This design comes from an exercise in tuning for small area and a short achievable clock period on the open sky130 flow, not from production work.
Power is estimated from default activity; no workload was simulated.

==> 12-06: inputs <==
==> flow/design.v (excerpt) <==
module RGB_to_Gray(input CLK, input [7:0] R, input [7:0] G, input [7:0] B, input In_Valid, output reg [7:0] Gray, output reg Out_Valid);
clock: 16.0 ns
lec_check: 0
cap_margin: 20
core_margin: 2
core_utilization: 60
cts_buf_list: sky130_fd_sc_hd__clkbuf_8
place_density: 0.75
slew_margin: 20
synth_hierarchical: 1
synth_minimum_keep_size: 0
standard.sh (not shown) runs the stock make flow with config.mk's settings and CLKGATE_MAP_FILE= SYNTH_SCRIPT=/design/flow/synth_recipe.tcl, a recipe that flattens the netlist after the stock synthesis.
==> flow/flow/run.sh <==
#!/bin/bash
set -euo pipefail
export SETUP_SLACK_MARGIN=11.95
export CTS_ARGS="-sink_clustering_enable -repair_clock_nets -dont_use_dummy_load -buf_list sky130_fd_sc_hd__clkbuf_8"
export BUFFER_PORTS_ARGS="-buffer_cell sky130_fd_sc_hd__buf_2"
bash standard.sh synth > synth.log 2>&1
bash standard.sh > layout.log 2>&1
==> 07-26 (differences from 12-06) <==
--- a/flow/design.v
+++ b/flow/design.v
@@ -79,18 +79,18 @@
     wire w100 = w66_0 & w99;
     wire w101 = ~w29;
     wire w102 = w76_0 & w101;
     wire w103 = ~w14;
     wire w104 = w67_0 & w103;
     wire w105 = ~w30;
     wire w106 = w77_0 & w105;
-    wire w107 = ~w15;
-    wire w108 = w68_0 & p107_0_1;
-    wire w109 = ~p31_0_1;
-    wire w110 = p78_0_1 & w109;
+    wire w107 = ~p15_0_1;
+    wire w108 = w68_0 & w107;
+    wire w109 = ~w31;
+    wire w110 = w78_0 & w109;
     wire w111_0, w111_1; ha u111 (r[7], r[6], w111_0, w111_1);
     wire w112_0, w112_1; fa u112 (r[7], r[2], r[0], w112_0, w112_1);
     wire w113_0, w113_1; fa u113 (g[7], g[3], g[1], w113_0, w113_1);
     wire w114_0, w114_1; fa u114 (r[3], r[1], r[0], w114_0, w114_1);
     wire w115_0, w115_1; fa u115 (r[4], r[2], r[1], w115_0, w115_1);
     wire w116_0, w116_1; fa u116 (r[5], r[3], r[2], w116_0, w116_1);
     wire w117_0, w117_1; ha u117 (r[0], g[6], w117_0, w117_1);
@@ -167,15 +167,15 @@
     wire w188_0, w188_1; fa u188 (w160_1, w162_0, w161_1, w188_0, w188_1);
     wire w189_0, w189_1; fa u189 (w162_1, w164_0, w163_1, w189_0, w189_1);
     wire w190_0, w190_1; fa u190 (w164_1, w166_0, w165_1, w190_0, w190_1);
     wire w191_0, w191_1; fa u191 (w166_1, w168_0, w167_1, w191_0, w191_1);
     wire w192_0, w192_1; fa u192 (w168_1, w170_0, w171_0, w192_0, w192_1);
     wire w193_0, w193_1; fa u193 (g[4], w172_0, w170_1, w193_0, w193_1);
     wire w194_0, w194_1; ha u194 (r[6], g[5], w194_0, w194_1);
-    wire w195_0, w195_1; ha u195 (p173_0_1, w110, w195_0, w195_1);
+    wire w195_0, w195_1; ha u195 (p173_0_1, p110_0_1, w195_0, w195_1);
     wire w196_0, w196_1; fa u196 (p173_1_1, p174_0_1, p78_1_1, w196_0, w196_1);
     wire w197_0, w197_1; fa u197 (w137_0, w174_1, w175_0, w197_0, w197_1);
     wire w198_0, w198_1; fa u198 (w139_0, w175_1, w176_0, w198_0, w198_1);
     wire w199_0, w199_1; fa u199 (w141_0, w176_1, w177_0, w199_0, w199_1);
     wire w200_0, w200_1; fa u200 (w143_0, w177_1, w178_0, w200_0, w200_1);
     wire w201_0, w201_1; fa u201 (w145_0, w178_1, w179_0, w201_0, w201_1);
     wire w202_0, w202_1; fa u202 (w147_0, w179_1, w180_0, w202_0, w202_1);
@@ -306,15 +306,15 @@
     wire w341 = ~w43;
     wire w342 = w329_0 & w341;
     wire w343 = w342 & w289;
     wire w344 = ~p343_0_1;
     wire w345 = ~w44;
     wire w346 = w330_0 & w345;
     wire w347 = w346 & w290;
-    wire w348 = ~w347;
+    wire w348 = ~p347_0_1;
     wire w349 = ~w45;
     wire w350 = w331_0 & w349;
     wire w351 = w350 & w291;
     wire w352 = ~p351_0_1;
     wire w353 = ~w46;
     wire w354 = w332_0 & w353;
     wire w355 = p354_0_1 & p292_0_1;
@@ -406,15 +406,15 @@
     wire w441_0, w441_1; fa u441 (w214_0, w213_0, w411_0, w441_0, w441_1);
     wire w442_0, w442_1; fa u442 (w214_1, w412_0, w411_1, w442_0, w442_1);
     wire w443_0, w443_1; fa u443 (w215_1, w413_0, w412_1, w443_0, w443_1);
     wire w444_0, w444_1; fa u444 (w217_0, w216_1, w413_1, w444_0, w444_1);
     wire w445_0, w445_1; ha u445 (g[7], w217_1, w445_0, w445_1);
     wire w446_0, w446_1; ha u446 (w414_0, w340, w446_0, w446_1);
     wire w447_0, w447_1; fa u447 (p414_1_1, p415_0_1, w344, w447_0, w447_1);
-    wire w448_0, w448_1; fa u448 (p415_1_1, p416_0_1, p348_0_1, w448_0, w448_1);
+    wire w448_0, w448_1; fa u448 (p415_1_1, p416_0_1, w348, w448_0, w448_1);
     wire w449_0, w449_1; fa u449 (p416_1_1, w352, p417_0_1, w449_0, w449_1);
     wire w450_0, w450_1; fa u450 (p417_1_1, w356, w418_0, w450_0, w450_1);
     wire w451_0, w451_1; fa u451 (w418_1, w360, w419_0, w451_0, w451_1);
     wire w452_0, w452_1; fa u452 (w419_1, w362, w420_0, w452_0, w452_1);
     wire w453_0, w453_1; fa u453 (w420_1, w364, w421_0, w453_0, w453_1);
     wire w454_0, w454_1; fa u454 (w421_1, w366, w422_0, w454_0, w454_1);
     wire w455_0, w455_1; fa u455 (w423_0, w336_1, w422_1, w455_0, w455_1);
@@ -490,15 +490,15 @@
     wire w525 = w467_1 & w468_0;
     wire w526 = w468_1 | w469_0;
     wire w527 = w468_1 & w469_0;
     wire w528 = w469_1 | w470_0;
     wire w529 = w469_1 & w470_0;
     wire w530 = w470_1 | w471_0;
     wire w531 = w470_1 & w471_0;
-    wire w532_0, w532_1; ha u532 (p471_1_1, p472_0_1, w532_0, w532_1);
+    wire w532_0, w532_1; ha u532 (w471_1, w472_0, w532_0, w532_1);
     wire w533_0, w533_1; ha u533 (w472_1, w473_0, w533_0, w533_1);
     wire w534_0, w534_1; ha u534 (w473_1, w474_0, w534_0, w534_1);
     wire w535_0, w535_1; ha u535 (w474_1, w475, w535_0, w535_1);
     wire w536_0, w536_1; ha u536 (w476, w477, w536_0, w536_1);
     wire w537_0, w537_1; ha u537 (w478, w479, w537_0, w537_1);
     wire w538_0, w538_1; ha u538 (w480, w481, w538_0, w538_1);
     wire w539_0, w539_1; ha u539 (w482, w483, w539_0, w539_1);
@@ -542,67 +542,67 @@
     wire w577 = w575 & w488;
     wire w578 = w487 | (w486 & w485);
     wire w579 = w486 & w484;
     wire w580 = w578 | (w579 & p446_0_1);
     wire w581 = w576 | (w577 & w580);
     wire w583 = w572 | (w573 & w581);
     wire w585 = w562 | (w563 & w583);
-    wire w587 = p533_1_1 | (p533_0_1 & w532_1);
-    wire w588 = p533_0_1 & w532_0;
+    wire w587 = p533_1_1 | (p533_0_1 & p532_1_1);
+    wire w588 = p533_0_1 & p532_0_1;
     wire w589 = p535_1_1 | (p535_0_1 & p534_1_1);
     wire w590 = p535_0_1 & p534_0_1;
-    wire w591 = p537_1_1 | (p537_0_1 & p536_1_1);
+    wire w591 = w537_1 | (w537_0 & w536_1);
     wire w592 = p537_0_1 & p536_0_1;
     wire w595 = p534_1_1 | (p534_0_1 & w587);
     wire w596 = p534_0_1 & w588;
     wire w597 = w589 | (w590 & w587);
     wire w598 = w590 & w588;
-    wire w599 = p538_1_1 | (p538_0_1 & w591);
+    wire w599 = p538_1_1 | (p538_0_1 & p591_0_1);
     wire w600 = p538_0_1 & w592;
     wire w603 = p536_1_1 | (p536_0_1 & w597);
     wire w604 = p536_0_1 & w598;
-    wire w605 = w591 | (w592 & w597);
+    wire w605 = p591_0_1 | (w592 & w597);
     wire w606 = w592 & w598;
     wire w607 = w599 | (w600 & w597);
     wire w608 = w600 & w598;
-    wire w611 = w532_1 | (w532_0 & w585);
+    wire w611 = p532_1_1 | (p532_0_1 & w585);
     wire w612 = w587 | (w588 & w585);
     wire w613 = w595 | (w596 & w585);
     wire w614 = w597 | (w598 & w585);
     wire w615 = w603 | (w604 & w585);
     wire w616 = w605 | (w606 & w585);
     wire w617 = w607 | (w608 & w585);
-    wire w619; xr u619 (w532_0, w585, w619);
+    wire w619; xr u619 (p532_0_1, w585, w619);
     wire w620; xr u620 (p533_0_1, w611, w620);
     wire w621; xr u621 (p534_0_1, w612, w621);
     wire w622; xr u622 (p535_0_1, w613, w622);
     wire w623; xr u623 (p536_0_1, w614, w623);
     wire w624; xr u624 (p537_0_1, w615, w624);
     wire w625; xr u625 (p538_0_1, w616, w625);
     wire w626; xr u626 (p539_0_1, w617, w626);
+    reg p15_0_1;
     reg p59_1_1;
     reg p60_0_1;
     reg p67_1_1;
-    reg p31_0_1;
-    reg p107_0_1;
-    reg p78_0_1;
     reg p173_0_1;
+    reg p110_0_1;
     reg p173_1_1;
     reg p174_0_1;
     reg p78_1_1;
     reg p286_0_1;
     reg p47_0_1;
     reg p322_1_1;
     reg p323_0_1;
     reg p333_1_1;
     reg p323_1_1;
     reg p324_0_1;
     reg p324_1_1;
     reg p325_0_1;
     reg p343_0_1;
+    reg p347_0_1;
     reg p351_0_1;
     reg p354_0_1;
     reg p292_0_1;
     reg p333_0_1;
     reg p293_0_1;
     reg p294_0_1;
     reg p295_0_1;
@@ -614,70 +614,69 @@
     reg p104_0_1;
     reg p106_0_1;
     reg p373_0_1;
     reg p414_1_1;
     reg p415_0_1;
     reg p415_1_1;
     reg p416_0_1;
-    reg p348_0_1;
     reg p416_1_1;
     reg p417_0_1;
     reg p417_1_1;
     reg p424_0_1;
     reg p446_1_1;
     reg p457_0_1;
     reg p457_1_1;
     reg p458_0_1;
-    reg p471_1_1;
-    reg p472_0_1;
     reg p540_0_1;
     reg p541_0_1;
     reg p542_0_1;
     reg p545_0_1;
     reg p548_0_1;
     reg p549_0_1;
     reg p556_0_1;
     reg p557_0_1;
     reg p554_0_1;
     reg p555_0_1;
     reg p446_0_1;
     reg p533_1_1;
     reg p533_0_1;
+    reg p532_1_1;
+    reg p532_0_1;
     reg p535_1_1;
     reg p535_0_1;
     reg p534_1_1;
     reg p534_0_1;
-    reg p537_1_1;
     reg p537_0_1;
     reg p536_1_1;
     reg p536_0_1;
     reg p538_1_1;
     reg p538_0_1;
+    reg p591_0_1;
     reg p539_0_1;
     always @(posedge CLK) begin
+        p15_0_1 <= w15;
         p59_1_1 <= w59_1;
         p60_0_1 <= w60_0;
         p67_1_1 <= w67_1;
-        p31_0_1 <= w31;
-        p107_0_1 <= w107;
-        p78_0_1 <= w78_0;
         p173_0_1 <= w173_0;
+        p110_0_1 <= w110;
         p173_1_1 <= w173_1;
         p174_0_1 <= w174_0;
         p78_1_1 <= w78_1;
         p286_0_1 <= w286;
         p47_0_1 <= w47;
         p322_1_1 <= w322_1;
         p323_0_1 <= w323_0;
         p333_1_1 <= w333_1;
         p323_1_1 <= w323_1;
         p324_0_1 <= w324_0;
         p324_1_1 <= w324_1;
         p325_0_1 <= w325_0;
         p343_0_1 <= w343;
+        p347_0_1 <= w347;
         p351_0_1 <= w351;
         p354_0_1 <= w354;
         p292_0_1 <= w292;
         p333_0_1 <= w333_0;
         p293_0_1 <= w293;
         p294_0_1 <= w294;
         p295_0_1 <= w295;
@@ -689,48 +688,47 @@
         p104_0_1 <= w104;
         p106_0_1 <= w106;
         p373_0_1 <= w373_0;
         p414_1_1 <= w414_1;
         p415_0_1 <= w415_0;
         p415_1_1 <= w415_1;
         p416_0_1 <= w416_0;
-        p348_0_1 <= w348;
         p416_1_1 <= w416_1;
         p417_0_1 <= w417_0;
         p417_1_1 <= w417_1;
         p424_0_1 <= w424_0;
         p446_1_1 <= w446_1;
         p457_0_1 <= w457_0;
         p457_1_1 <= w457_1;
         p458_0_1 <= w458_0;
-        p471_1_1 <= w471_1;
-        p472_0_1 <= w472_0;
         p540_0_1 <= w540;
         p541_0_1 <= w541;
         p542_0_1 <= w542;
         p545_0_1 <= w545;
         p548_0_1 <= w548;
         p549_0_1 <= w549;
         p556_0_1 <= w556;
         p557_0_1 <= w557;
         p554_0_1 <= w554;
         p555_0_1 <= w555;
         p446_0_1 <= w446_0;
         p533_1_1 <= w533_1;
         p533_0_1 <= w533_0;
+        p532_1_1 <= w532_1;
+        p532_0_1 <= w532_0;
         p535_1_1 <= w535_1;
         p535_0_1 <= w535_0;
         p534_1_1 <= w534_1;
         p534_0_1 <= w534_0;
-        p537_1_1 <= w537_1;
         p537_0_1 <= w537_0;
         p536_1_1 <= w536_1;
         p536_0_1 <= w536_0;
         p538_1_1 <= w538_1;
         p538_0_1 <= w538_0;
+        p591_0_1 <= w591;
         p539_0_1 <= w539_0;
     end
     reg v1; always @(posedge CLK) v1 <= v0;
     always @(posedge CLK) begin Gray <= {w626, w625, w624, w623, w622, w621, w620, w619}; Out_Valid <= v1; end
 endmodule
 module fa(input a, input b, input c, output s, output co);
     assign s = a ^ b ^ c;
==> flow/flow/run.sh (replaced) <==
#!/bin/bash
# Standard ORFS layout with the standard synthesis unchanged. Port buffers are
# sky130_fd_sc_hd__buf_2, and timing repair is asked to reach a setup slack of
# 11.95 ns at the design's own clock period and constraints.
set -euo pipefail
export SETUP_SLACK_MARGIN=11.95
export BUFFER_PORTS_ARGS="-buffer_cell sky130_fd_sc_hd__buf_2"
bash standard.sh synth > synth.log 2>&1
bash standard.sh > layout.log 2>&1
==> 09-21 (differences from 12-06) <==
--- a/flow/design.v
+++ b/flow/design.v
@@ -79,16 +79,16 @@
     wire w100 = w66_0 & w99;
     wire w101 = ~w29;
     wire w102 = w76_0 & w101;
     wire w103 = ~w14;
     wire w104 = w67_0 & w103;
     wire w105 = ~w30;
     wire w106 = w77_0 & w105;
-    wire w107 = ~w15;
-    wire w108 = w68_0 & p107_0_1;
+    wire w107 = ~p15_0_1;
+    wire w108 = w68_0 & w107;
     wire w109 = ~p31_0_1;
     wire w110 = p78_0_1 & w109;
     wire w111_0, w111_1; ha u111 (r[7], r[6], w111_0, w111_1);
     wire w112_0, w112_1; fa u112 (r[7], r[2], r[0], w112_0, w112_1);
     wire w113_0, w113_1; fa u113 (g[7], g[3], g[1], w113_0, w113_1);
     wire w114_0, w114_1; fa u114 (r[3], r[1], r[0], w114_0, w114_1);
     wire w115_0, w115_1; fa u115 (r[4], r[2], r[1], w115_0, w115_1);
@@ -306,15 +306,15 @@
     wire w341 = ~w43;
     wire w342 = w329_0 & w341;
     wire w343 = w342 & w289;
     wire w344 = ~p343_0_1;
     wire w345 = ~w44;
     wire w346 = w330_0 & w345;
     wire w347 = w346 & w290;
-    wire w348 = ~w347;
+    wire w348 = ~p347_0_1;
     wire w349 = ~w45;
     wire w350 = w331_0 & w349;
     wire w351 = w350 & w291;
     wire w352 = ~p351_0_1;
     wire w353 = ~w46;
     wire w354 = w332_0 & w353;
     wire w355 = p354_0_1 & p292_0_1;
@@ -406,15 +406,15 @@
     wire w441_0, w441_1; fa u441 (w214_0, w213_0, w411_0, w441_0, w441_1);
     wire w442_0, w442_1; fa u442 (w214_1, w412_0, w411_1, w442_0, w442_1);
     wire w443_0, w443_1; fa u443 (w215_1, w413_0, w412_1, w443_0, w443_1);
     wire w444_0, w444_1; fa u444 (w217_0, w216_1, w413_1, w444_0, w444_1);
     wire w445_0, w445_1; ha u445 (g[7], w217_1, w445_0, w445_1);
     wire w446_0, w446_1; ha u446 (w414_0, w340, w446_0, w446_1);
     wire w447_0, w447_1; fa u447 (p414_1_1, p415_0_1, w344, w447_0, w447_1);
-    wire w448_0, w448_1; fa u448 (p415_1_1, p416_0_1, p348_0_1, w448_0, w448_1);
+    wire w448_0, w448_1; fa u448 (p415_1_1, p416_0_1, w348, w448_0, w448_1);
     wire w449_0, w449_1; fa u449 (p416_1_1, w352, p417_0_1, w449_0, w449_1);
     wire w450_0, w450_1; fa u450 (p417_1_1, w356, w418_0, w450_0, w450_1);
     wire w451_0, w451_1; fa u451 (w418_1, w360, w419_0, w451_0, w451_1);
     wire w452_0, w452_1; fa u452 (w419_1, w362, w420_0, w452_0, w452_1);
     wire w453_0, w453_1; fa u453 (w420_1, w364, w421_0, w453_0, w453_1);
     wire w454_0, w454_1; fa u454 (w421_1, w366, w422_0, w454_0, w454_1);
     wire w455_0, w455_1; fa u455 (w423_0, w336_1, w422_1, w455_0, w455_1);
@@ -435,16 +435,16 @@
     wire w470_0, w470_1; fa u470 (w436_1, w401, w437_0, w470_0, w470_1);
     wire w471_0, w471_1; fa u471 (w404, w437_1, w438_0, w471_0, w471_1);
     wire w472_0, w472_1; fa u472 (w407, w438_1, w439_0, w472_0, w472_1);
     wire w473_0, w473_1; fa u473 (w409_0, w439_1, w440_0, w473_0, w473_1);
     wire w474_0, w474_1; fa u474 (w409_1, w440_1, w441_0, w474_0, w474_1);
     wire w475; xn u475 (w441_1, w442_0, w475);
     wire w476 = w441_1 | w442_0;
-    wire w477; xn u477 (w443_0, w442_1, w477);
-    wire w478 = w443_0 | w442_1;
+    wire w477; xn u477 (p443_0_1, p442_1_1, w477);
+    wire w478 = p443_0_1 | p442_1_1;
     wire w479; xn u479 (w444_0, w443_1, w479);
     wire w480 = w444_0 | w443_1;
     wire w481; xn u481 (w445_0, w444_1, w481);
     wire w482 = w445_0 | w444_1;
     wire w483 = ~w445_1;
     wire w484 = p446_1_1 | w447_0;
     wire w485 = p446_1_1 & w447_0;
@@ -490,33 +490,33 @@
     wire w525 = w467_1 & w468_0;
     wire w526 = w468_1 | w469_0;
     wire w527 = w468_1 & w469_0;
     wire w528 = w469_1 | w470_0;
     wire w529 = w469_1 & w470_0;
     wire w530 = w470_1 | w471_0;
     wire w531 = w470_1 & w471_0;
-    wire w532_0, w532_1; ha u532 (p471_1_1, p472_0_1, w532_0, w532_1);
+    wire w532_0, w532_1; ha u532 (w471_1, w472_0, w532_0, w532_1);
     wire w533_0, w533_1; ha u533 (w472_1, w473_0, w533_0, w533_1);
     wire w534_0, w534_1; ha u534 (w473_1, w474_0, w534_0, w534_1);
     wire w535_0, w535_1; ha u535 (w474_1, w475, w535_0, w535_1);
-    wire w536_0, w536_1; ha u536 (w476, w477, w536_0, w536_1);
-    wire w537_0, w537_1; ha u537 (w478, w479, w537_0, w537_1);
-    wire w538_0, w538_1; ha u538 (w480, w481, w538_0, w538_1);
+    wire w536_0, w536_1; ha u536 (p476_0_1, w477, w536_0, w536_1);
+    wire w537_0, w537_1; ha u537 (w478, p479_0_1, w537_0, w537_1);
+    wire w538_0, w538_1; ha u538 (p480_0_1, p481_0_1, w538_0, w538_1);
     wire w539_0, w539_1; ha u539 (w482, w483, w539_0, w539_1);
     wire w540 = w531 | (w530 & w529);
     wire w541 = w530 & w528;
     wire w542 = w527 | (w526 & w525);
     wire w543 = w526 & w524;
-    wire w544 = p540_0_1 | (p541_0_1 & p542_0_1);
+    wire w544 = w540 | (w541 & w542);
     wire w545 = w541 & w543;
     wire w546 = w523 | (w522 & w521);
     wire w547 = w522 & w520;
     wire w548 = w546 | (w547 & w519);
     wire w549 = w547 & w518;
-    wire w550 = w544 | (p545_0_1 & p548_0_1);
+    wire w550 = p544_0_1 | (p545_0_1 & p548_0_1);
     wire w551 = p545_0_1 & p549_0_1;
     wire w552 = w517 | (w516 & w515);
     wire w553 = w516 & w514;
     wire w554 = w552 | (w553 & w513);
     wire w555 = w553 & w512;
     wire w556 = w511 | (w510 & w509);
     wire w557 = w510 & w508;
@@ -542,52 +542,52 @@
     wire w577 = w575 & w488;
     wire w578 = w487 | (w486 & w485);
     wire w579 = w486 & w484;
     wire w580 = w578 | (w579 & p446_0_1);
     wire w581 = w576 | (w577 & w580);
     wire w583 = w572 | (w573 & w581);
     wire w585 = w562 | (w563 & w583);
-    wire w587 = p533_1_1 | (p533_0_1 & w532_1);
-    wire w588 = p533_0_1 & w532_0;
-    wire w589 = p535_1_1 | (p535_0_1 & p534_1_1);
+    wire w587 = w533_1 | (w533_0 & w532_1);
+    wire w588 = p533_0_1 & p532_0_1;
+    wire w589 = w535_1 | (w535_0 & w534_1);
     wire w590 = p535_0_1 & p534_0_1;
-    wire w591 = p537_1_1 | (p537_0_1 & p536_1_1);
-    wire w592 = p537_0_1 & p536_0_1;
-    wire w595 = p534_1_1 | (p534_0_1 & w587);
+    wire w591 = w537_1 | (w537_0 & w536_1);
+    wire w592 = w537_0 & w536_0;
+    wire w595 = p534_1_1 | (p534_0_1 & p587_0_1);
     wire w596 = p534_0_1 & w588;
-    wire w597 = w589 | (w590 & w587);
+    wire w597 = p589_0_1 | (w590 & p587_0_1);
     wire w598 = w590 & w588;
-    wire w599 = p538_1_1 | (p538_0_1 & w591);
-    wire w600 = p538_0_1 & w592;
-    wire w603 = p536_1_1 | (p536_0_1 & w597);
-    wire w604 = p536_0_1 & w598;
+    wire w599 = w538_1 | (w538_0 & w591);
+    wire w600 = w538_0 & w592;
+    wire w603 = w536_1 | (w536_0 & w597);
+    wire w604 = w536_0 & w598;
     wire w605 = w591 | (w592 & w597);
     wire w606 = w592 & w598;
     wire w607 = w599 | (w600 & w597);
     wire w608 = w600 & w598;
-    wire w611 = w532_1 | (w532_0 & w585);
-    wire w612 = w587 | (w588 & w585);
+    wire w611 = p532_1_1 | (p532_0_1 & w585);
+    wire w612 = p587_0_1 | (w588 & w585);
     wire w613 = w595 | (w596 & w585);
     wire w614 = w597 | (w598 & w585);
     wire w615 = w603 | (w604 & w585);
     wire w616 = w605 | (w606 & w585);
     wire w617 = w607 | (w608 & w585);
-    wire w619; xr u619 (w532_0, w585, w619);
+    wire w619; xr u619 (p532_0_1, w585, w619);
     wire w620; xr u620 (p533_0_1, w611, w620);
     wire w621; xr u621 (p534_0_1, w612, w621);
     wire w622; xr u622 (p535_0_1, w613, w622);
-    wire w623; xr u623 (p536_0_1, w614, w623);
-    wire w624; xr u624 (p537_0_1, w615, w624);
-    wire w625; xr u625 (p538_0_1, w616, w625);
+    wire w623; xr u623 (w536_0, w614, w623);
+    wire w624; xr u624 (w537_0, w615, w624);
+    wire w625; xr u625 (w538_0, w616, w625);
     wire w626; xr u626 (p539_0_1, w617, w626);
+    reg p15_0_1;
     reg p59_1_1;
     reg p60_0_1;
     reg p67_1_1;
     reg p31_0_1;
-    reg p107_0_1;
     reg p78_0_1;
     reg p173_0_1;
     reg p173_1_1;
     reg p174_0_1;
     reg p78_1_1;
     reg p286_0_1;
     reg p47_0_1;
@@ -595,14 +595,15 @@
     reg p323_0_1;
     reg p333_1_1;
     reg p323_1_1;
     reg p324_0_1;
     reg p324_1_1;
     reg p325_0_1;
     reg p343_0_1;
+    reg p347_0_1;
     reg p351_0_1;
     reg p354_0_1;
     reg p292_0_1;
     reg p333_0_1;
     reg p293_0_1;
     reg p294_0_1;
     reg p295_0_1;
@@ -614,55 +615,52 @@
     reg p104_0_1;
     reg p106_0_1;
     reg p373_0_1;
     reg p414_1_1;
     reg p415_0_1;
     reg p415_1_1;
     reg p416_0_1;
-    reg p348_0_1;
     reg p416_1_1;
     reg p417_0_1;
     reg p417_1_1;
     reg p424_0_1;
+    reg p443_0_1;
+    reg p442_1_1;
     reg p446_1_1;
     reg p457_0_1;
     reg p457_1_1;
     reg p458_0_1;
-    reg p471_1_1;
-    reg p472_0_1;
-    reg p540_0_1;
-    reg p541_0_1;
-    reg p542_0_1;
+    reg p476_0_1;
+    reg p479_0_1;
+    reg p480_0_1;
+    reg p481_0_1;
+    reg p544_0_1;
     reg p545_0_1;
     reg p548_0_1;
     reg p549_0_1;
     reg p556_0_1;
     reg p557_0_1;
     reg p554_0_1;
     reg p555_0_1;
     reg p446_0_1;
-    reg p533_1_1;
     reg p533_0_1;
-    reg p535_1_1;
+    reg p532_1_1;
+    reg p532_0_1;
     reg p535_0_1;
     reg p534_1_1;
     reg p534_0_1;
-    reg p537_1_1;
-    reg p537_0_1;
-    reg p536_1_1;
-    reg p536_0_1;
-    reg p538_1_1;
-    reg p538_0_1;
+    reg p587_0_1;
+    reg p589_0_1;
     reg p539_0_1;
     always @(posedge CLK) begin
+        p15_0_1 <= w15;
         p59_1_1 <= w59_1;
         p60_0_1 <= w60_0;
         p67_1_1 <= w67_1;
         p31_0_1 <= w31;
-        p107_0_1 <= w107;
         p78_0_1 <= w78_0;
         p173_0_1 <= w173_0;
         p173_1_1 <= w173_1;
         p174_0_1 <= w174_0;
         p78_1_1 <= w78_1;
         p286_0_1 <= w286;
         p47_0_1 <= w47;
@@ -670,14 +668,15 @@
         p323_0_1 <= w323_0;
         p333_1_1 <= w333_1;
         p323_1_1 <= w323_1;
         p324_0_1 <= w324_0;
         p324_1_1 <= w324_1;
         p325_0_1 <= w325_0;
         p343_0_1 <= w343;
+        p347_0_1 <= w347;
         p351_0_1 <= w351;
         p354_0_1 <= w354;
         p292_0_1 <= w292;
         p333_0_1 <= w333_0;
         p293_0_1 <= w293;
         p294_0_1 <= w294;
         p295_0_1 <= w295;
@@ -689,48 +688,45 @@
         p104_0_1 <= w104;
         p106_0_1 <= w106;
         p373_0_1 <= w373_0;
         p414_1_1 <= w414_1;
         p415_0_1 <= w415_0;
         p415_1_1 <= w415_1;
         p416_0_1 <= w416_0;
-        p348_0_1 <= w348;
         p416_1_1 <= w416_1;
         p417_0_1 <= w417_0;
         p417_1_1 <= w417_1;
         p424_0_1 <= w424_0;
+        p443_0_1 <= w443_0;
+        p442_1_1 <= w442_1;
         p446_1_1 <= w446_1;
         p457_0_1 <= w457_0;
         p457_1_1 <= w457_1;
         p458_0_1 <= w458_0;
-        p471_1_1 <= w471_1;
-        p472_0_1 <= w472_0;
-        p540_0_1 <= w540;
-        p541_0_1 <= w541;
-        p542_0_1 <= w542;
+        p476_0_1 <= w476;
+        p479_0_1 <= w479;
+        p480_0_1 <= w480;
+        p481_0_1 <= w481;
+        p544_0_1 <= w544;
         p545_0_1 <= w545;
         p548_0_1 <= w548;
         p549_0_1 <= w549;
         p556_0_1 <= w556;
         p557_0_1 <= w557;
         p554_0_1 <= w554;
         p555_0_1 <= w555;
         p446_0_1 <= w446_0;
-        p533_1_1 <= w533_1;
         p533_0_1 <= w533_0;
-        p535_1_1 <= w535_1;
+        p532_1_1 <= w532_1;
+        p532_0_1 <= w532_0;
         p535_0_1 <= w535_0;
         p534_1_1 <= w534_1;
         p534_0_1 <= w534_0;
-        p537_1_1 <= w537_1;
-        p537_0_1 <= w537_0;
-        p536_1_1 <= w536_1;
-        p536_0_1 <= w536_0;
-        p538_1_1 <= w538_1;
-        p538_0_1 <= w538_0;
+        p587_0_1 <= w587;
+        p589_0_1 <= w589;
         p539_0_1 <= w539_0;
     end
     reg v1; always @(posedge CLK) v1 <= v0;
     always @(posedge CLK) begin Gray <= {w626, w625, w624, w623, w622, w621, w620, w619}; Out_Valid <= v1; end
 endmodule
 module fa(input a, input b, input c, output s, output co);
     assign s = a ^ b ^ c;
==> flow/flow/run.sh (replaced) <==
#!/bin/bash
# Standard ORFS layout with the standard synthesis unchanged. Port buffers are
# sky130_fd_sc_hd__buf_2, and timing repair is asked to reach a setup slack of
# 11.95 ns at the design's own clock period and constraints.
set -euo pipefail
export SETUP_SLACK_MARGIN=11.95
export BUFFER_PORTS_ARGS="-buffer_cell sky130_fd_sc_hd__buf_2"
bash standard.sh synth > synth.log 2>&1
bash standard.sh > layout.log 2>&1
- CTS_BUF_LIST: sky130_fd_sc_hd__clkbuf_8 -> default
==> notes.md <==
Floorplan
The die is about 120 um wide. In this run the vertical extent of the chip is ~120 um.

Outcome
The run finished with no timing, DRC or antenna violations.

Setup path
The destination of the critical timing path is Gray[7]. The endpoint identified for the worst register-to-register timing path is Gray[7]. For the worst flop-to-flop path, the logic depth is 13.

Final layout
Counting the inverters off the clock network in the layout gives 27. Cells fill a little under three quarters of the core in the end. The number of antenna diodes is 0.

GRT
The first global-routing pass estimated about 33 mm of wire.

Logic synthesis
The number of nets in the synthesized netlist is slightly above 900.
Source of the figures above: 07-26

==> notes.md <==
Outcome
The flow ran to the end and the layout has no timing, DRC or antenna violations.

Final layout
Once layout is complete, the utilization of the core stands at 71.5%. The number of antenna diodes in the final layout is 1.

Setup path
The critical path is of the reg -> reg type. The worst register-to-register path has a depth of 10.

Floorplan
The die is 125 um tall. The die width is 125 um.

Logic synthesis
The number of nets in the synthesized netlist is around 940.

Job
The number of max-cap violations is 0.

GRT
The first global-routing pass estimated approximately 33 mm of wire.
Source of the figures above: 12-06

==> notes.md <==
Logic synthesis
The area share of and/or/nand/nor cells after synthesis is 6.52%. The number of nets in the synthesized netlist is 938. In the synthesized netlist, the cells that appear most often are 221 x sky130_fd_sc_hd__fa_1, 107 x sky130_fd_sc_hd__dfxtp_1, 47 x sky130_fd_sc_hd__ha_1.

Outcome
The flow ran to the end and the layout has no timing, DRC or antenna violations.

Pwr
The internal power component is 1.22 mW.

Final layout
The most common library cell in the layout ignoring fill and taps is sky130_fd_sc_hd__fa_1. The number of antenna diodes is 0. Leaving out the clock tree, the finished layout contains an inverter count of 31.

In the finished layout, the clock tree contains a buffer count of 11. The final core utilization is between 70% and 80%.

Place
The total placed cells including tap cells is 862. The last weighted congestion value of the routability-driven placer is 0.893.

Floorplan
The die is between 100 and 150 um tall. The die width is around 120 um.

Setup path
The end of the worst register-to-register path is Gray[7]. Measured in cells, the most critical reg-to-reg path has a length of 13.

GRT
The global-route wire length before repair is about 33 mm.
Source of the figures above: 09-21

Function was not checked in any run of this note: the RTL went through the layout flow alone.

==> static timing again, ports no longer ideal <==
Ports are ideal in the flow. The routed layouts listed here were re-timed in OpenROAD.
Step 1, drivers: a clkbuf_16 drives CLK and a buf_2 each remaining input, both assumed.
Step 2 adds t to the input delays and takes it off the output delays; t is the mean of the earliest and latest rising clock arrival at the registers after step 1. Input paths then give back, and output paths get back, about the clock's delay inside the block.
a / b / c = no drivers / after step 1 / after step 2; a / b = the first two.
run	t, ns	setup slack, ns	worst setup path at the end	slew at the worst register clock pin (ns)	worst slew at a driven data input, ns
12-06	0.422	11.781 / 11.781 / 11.781	register to register	0.12 / 0.12	0.03
07-26	0.423	11.551 / 11.551 / 11.551	register to register	0.11 / 0.11	0.03
09-21	0.406	11.698 / 11.698 / 11.698	register to register	0.07 / 0.07	0.03
After both steps every run listed still meets setup and hold.
